This design comes from an exercise in tuning for small area, a short achievable clock period and few clock cycles on the open sky130 flow, not from production work.
Function was checked by simulation only, so behaviour that the tests miss may differ from the original.
No activity file was given, so power comes from the tool's default toggle rates.

Setup of job 8038:
// exponent
module exponent (clock, reset_n, enable, x, a, p, ready);
    input logic clock, reset_n, enable;
    input logic [31:0] x, a;
    output logic [31:0] p;
    output logic ready;
    logic [31:0] b;       
    logic [28:0] e;       
    logic busy;
    logic [31:0] np, nb;
    assign p = ~np;
    assign b = ~nb;
    wire [31:0] s = b | (x & {32{~busy}});
    wire last = (e[28:1] == 28'd0);
    wire keep = reset_n & (busy ? ~last : (ready & enable));
    wire a_ge32 = |a[31:5];
    wire a_ge16 = |a[31:4];
    wire a_ge11 = a_ge16 | (a[3] & (a[2] | (a[1] & a[0])));
    wire a_ge8 = |a[31:3];
    wire a_ge7 = a_ge8 | (&a[2:0]);
    wire a_ge6 = a_ge8 | (&a[2:1]);
    wire a_ge5 = a_ge8 | (a[2] & (a[1] | a[0]));
    wire a_ge4 = |a[31:2];
    wire a_ge3 = a_ge4 | (&a[1:0]);
    wire a_ge2 = |a[31:1];
    wire a_ge1 = |a;
    wire zero = (~x[0] & a_ge32) | (~|x[1:0] & a_ge16) | (~|x[2:0] & a_ge11)
              | (~|x[3:0] & a_ge8) | (~|x[4:0] & a_ge7) | (~|x[5:0] & a_ge6)
              | (~|x[6:0] & a_ge5) | (~|x[7:0] & a_ge4) | (~|x[10:0] & a_ge3)
              | (~|x[15:0] & a_ge2) | (~|x & a_ge1);
    wire [31:0] sq;       
    wire [31:0] pr;       
    wire sq_1;
    wire sq_2;
    wire sq_3;
    wire sq_4;
    wire sq_5;
    wire sq_6;
    wire sq_7;
    wire sq_8;
    wire sq_9;
    wire sq_10;
    wire sq_11;
    wire sq_12;
    wire sq_13;
    wire sq_14;
    wire sq_15;
    wire sq_16;
    wire sq_17;
    wire sq_18;
    wire sq_19;
    wire sq_20;
    wire sq_21;
    wire sq_22;
    wire sq_23;
    wire sq_24;
    wire sq_25;
    wire sq_26;
    wire sq_27;
    wire sq_28;
    wire sq_29;
    wire sq_30;
    wire sq_31;
    wire sq_32;
    wire sq_33;
    wire sq_34;
    wire sq_35;
    wire sq_36;
    wire sq_37;
    wire sq_38;
    wire sq_39;
    wire sq_40;
    wire sq_41;
    wire sq_42;
    wire sq_43;
    wire sq_44;
    wire sq_45;
    wire sq_46;
    wire sq_47;
    wire sq_48;
    wire sq_49;
    wire sq_50;
    wire sq_51;
    wire sq_52;
    wire sq_53;
    wire sq_54;
    wire sq_55;
    wire sq_56;
    wire sq_57;
    wire sq_58;
    wire sq_59;
    wire sq_60;
    wire sq_61;
  ...
==> flow/config.mk <==
export PLATFORM = sky130hd
export DESIGN_NAME = exponent
export DESIGN_NICKNAME = exponent
export VERILOG_FILES = /design/flow/design.v
export SDC_FILE = /design/flow/constraint.sdc
export NUM_CORES = 4
export LEC_CHECK = 0
export CAP_MARGIN = 20
export CORE_MARGIN = 2
export CORE_UTILIZATION = 40
export PLACE_DENSITY = 0.6
export SETUP_SLACK_MARGIN = 3.5
export SLEW_MARGIN = 20
export SYNTH_HIERARCHICAL = 1
==> flow/constraint.sdc <==
create_clock -name core_clock -period 10.0 [get_ports {clock}]
set_input_delay 2.0000 -clock core_clock [delete_from_list [all_inputs] [get_ports {clock}]]
set_output_delay 2.0000 -clock core_clock [all_outputs]
set_load 0.01 [all_outputs]
standard.sh (not shown) runs the stock make flow with config.mk's settings and CLKGATE_MAP_FILE= SYNTH_SCRIPT=/design/flow/synth_recipe.tcl, a recipe that flattens the netlist after the stock synthesis.
==> flow/flow/run.sh <==
#!/bin/bash
# The standard layout (standard.sh, unchanged synthesis), except that
# buffer_ports is told to use buf_2 for the port buffers instead of the
# delay-type buffer it picks on its own. Each step's output goes to its log.
set -euo pipefail
bash standard.sh synth > synth.log 2>&1
BUFFER_PORTS_ARGS="-buffer_cell sky130_fd_sc_hd__buf_2" bash standard.sh finish > finish.log 2>&1
Testbench counts of job 8038, summed over its fixed seeds: cycles 2,126.
Changes in job 1746 relative to job 8038:
# job 8038
export LEC_CHECK = 0
export CAP_MARGIN = 20
export CORE_MARGIN = 2
export CORE_UTILIZATION = 40
export PLACE_DENSITY = 0.6
export SETUP_SLACK_MARGIN = 3.5
export SLEW_MARGIN = 20
export SYNTH_HIERARCHICAL = 1
create_clock -name core_clock -period 10.0 [get_ports {clock}]
# job 1746
export LEC_CHECK = 0
export CAP_MARGIN = 20
export CORE_MARGIN = 2
export CORE_UTILIZATION = 40
export PLACE_DENSITY = 0.6
export SETUP_SLACK_MARGIN = 3.25
export SLEW_MARGIN = 20
export SYNTH_HIERARCHICAL = 1
create_clock -name core_clock -period 10.0 [get_ports {clock}]
## What came out
- The run with more setup slack is job 8038; job 1746 has less.
- The clock period minus final worst setup slack in job 1746 sits 0.081 ns above the value recorded for job 8038.
- Relative to job 8038, pre-CTS setup slack has gone up in job 1746.
- On sequential portion of the cell area, job 1746 tracks job 8038 almost exactly.
- Looking at beginning of the critical path, the x[0] result is from job 1746; the x[17] one comes from job 8038.
- Job 1746 completed; timing, DRC and antenna clean
- Diff job 8038 -> job 1746: number of placed cells counting well taps has remained practically unchanged, met2 wire length picked up an extra about 2%, final HPWL from detailed placement up about 2.5%, number of antenna violations at the first check in global routing lower.
diff inputs: job 1746 => job 7718
# job 1746
export LEC_CHECK = 0
export CAP_MARGIN = 20
export CORE_MARGIN = 2
export CORE_UTILIZATION = 40
export PLACE_DENSITY = 0.6
export SETUP_SLACK_MARGIN = 3.25
export SLEW_MARGIN = 20
export SYNTH_HIERARCHICAL = 1
create_clock -name core_clock -period 10.0 [get_ports {clock}]
# job 7718
export LEC_CHECK = 0
export ABC_AREA = 1
export CAP_MARGIN = 20
export CORE_MARGIN = 2
export CORE_UTILIZATION = 40
export PLACE_DENSITY = 0.6
export SETUP_SLACK_MARGIN = 3.5
export SLEW_MARGIN = 20
export SYNTH_HIERARCHICAL = 1
create_clock -name core_clock -period 10.0 [get_ports {clock}]
==> flow/run.sh (new file) <==
#!/bin/bash
# synth_recipe.tcl (not shown) runs the flow's synth.tcl, then flattens the netlist and writes it again
# the make line also repeats each setting of config.mk as NAME=value (left out here)
make -C /OpenROAD-flow-scripts/flow DESIGN_CONFIG=/design/flow/config.mk WORK_HOME=/design/flow/orfs CLKGATE_MAP_FILE= SYNTH_SCRIPT=/design/flow/synth_recipe.tcl finish
removed: flow/flow/run.sh
removed: flow/standard.sh
==> notes.md <==
Both conditions hold for job 7718: the flow ran to the end and the final layout passed the timing, DRC and antenna checks. Taking job 1746 as the reference, in job 7718 average instance area after synthesis lost 19%, synthesized cell count has increased, post-placement worst setup slack moved down, area of the core grew by 5400 um^2. There was hardly any difference in number of maximum-capacitance constraint violations between job 7718 and job 1746. When the final numbers for job 7718 and job 1746 were put side by side, the met2 layer wire length in the routed design turned out to be greater in job 7718. [compare] base=job 1746 new=job 7718: sequential cell count of the final layout essentially unchanged; clock transition time at the flip-flop clock pins of the worst setup and hold paths decreased 0.02 ns. Job 7718 ends up with higher total routed wirelength than job 1746 does. The core utilization reported for job 7718 is greater than that of job 1746 by 2.2 points.
Changes in job 5708 relative to job 7718:
# job 7718
export LEC_CHECK = 0
export ABC_AREA = 1
export CAP_MARGIN = 20
export CORE_MARGIN = 2
export CORE_UTILIZATION = 40
export PLACE_DENSITY = 0.6
export SETUP_SLACK_MARGIN = 3.5
export SLEW_MARGIN = 20
export SYNTH_HIERARCHICAL = 1
create_clock -name core_clock -period 10.0 [get_ports {clock}]
# job 5708
export LEC_CHECK = 0
export CAP_MARGIN = 20
export CORE_MARGIN = 2
export CORE_UTILIZATION = 40
export PLACE_DENSITY = 0.6
export SETUP_SLACK_MARGIN = 3.5
export SLEW_MARGIN = 20
export SYNTH_HIERARCHICAL = 1
create_clock -name core_clock -period 10.0 [get_ports {clock}]
[summary]
Lower total cell area at the placement stage among job 5708 and job 7718: job 5708
Going from job 7718 to job 5708, cell depth of the worst min-delay path shrank by 1, count of routing violations after the opening detailed-route iteration moved down, wire length lower.
When job 5708 is measured against job 7718, its net load switching power turns out 0.28 mW lower.
Across both runs, synthesized netlist cell count was lower for job 5708 than for job 7718.
Job 5708 vs job 7718 — total power climbed by a few percent
In the tables for job 5708 and job 7718, fraction of the mapped netlist area in compound gates reads higher with job 5708.
Job 5708: all stages complete, timing, DRC and antenna checks passed
From job 7718 to job 5708, number of placed I/O pins did not move at all.
For job 7718, the timing startpoint of the critical path was x[11], unlike job 5708, where it was x[12].
Looking at area of the core, job 5708 sits below job 7718.
First-pass GRT wire length on job 5708 is ahead of job 7718.

## port drivers added, routing unchanged
How much do the figures lean on ideal ports? The routed layouts below were timed once more, with nothing changed but the port constraints. Step 1: set_driving_cell puts a clkbuf_16 on clock and a buf_2 on each other input, an assumption about the parent block. Step 2 times the ports against the registers' clock, not the clock port: input delays grow and output delays shrink by t, the midpoint of the rising clock arrivals with the driver on. Three values: no drivers, after step 1, after step 2; two values: the first two.
run | t, ns | slack for setup (ns) | worst setup path after step 2 | clock arrival spread, ns | worst slew at a driven data input, ns
job 8038 | 0.400 | 3.448 / 3.468 / 3.068 | input to register | 0.012 / 0.012 | 0.10
job 1746 | 0.396 | 3.366 / 3.355 / 2.958 | input to register | 0.021 / 0.021 | 0.07
job 7718 | 0.408 | 3.592 / 3.553 / 3.144 | input to register | 0.024 / 0.025 | 0.08
job 5708 | 0.405 | 3.505 / 3.483 / 3.078 | input to register | 0.008 / 0.008 | 0.10
After both steps every run listed still meets setup and hold. For job 7718, which loses most, drivers alone change the setup slack by -0.039 ns; drivers and shift together by -0.448 ns.
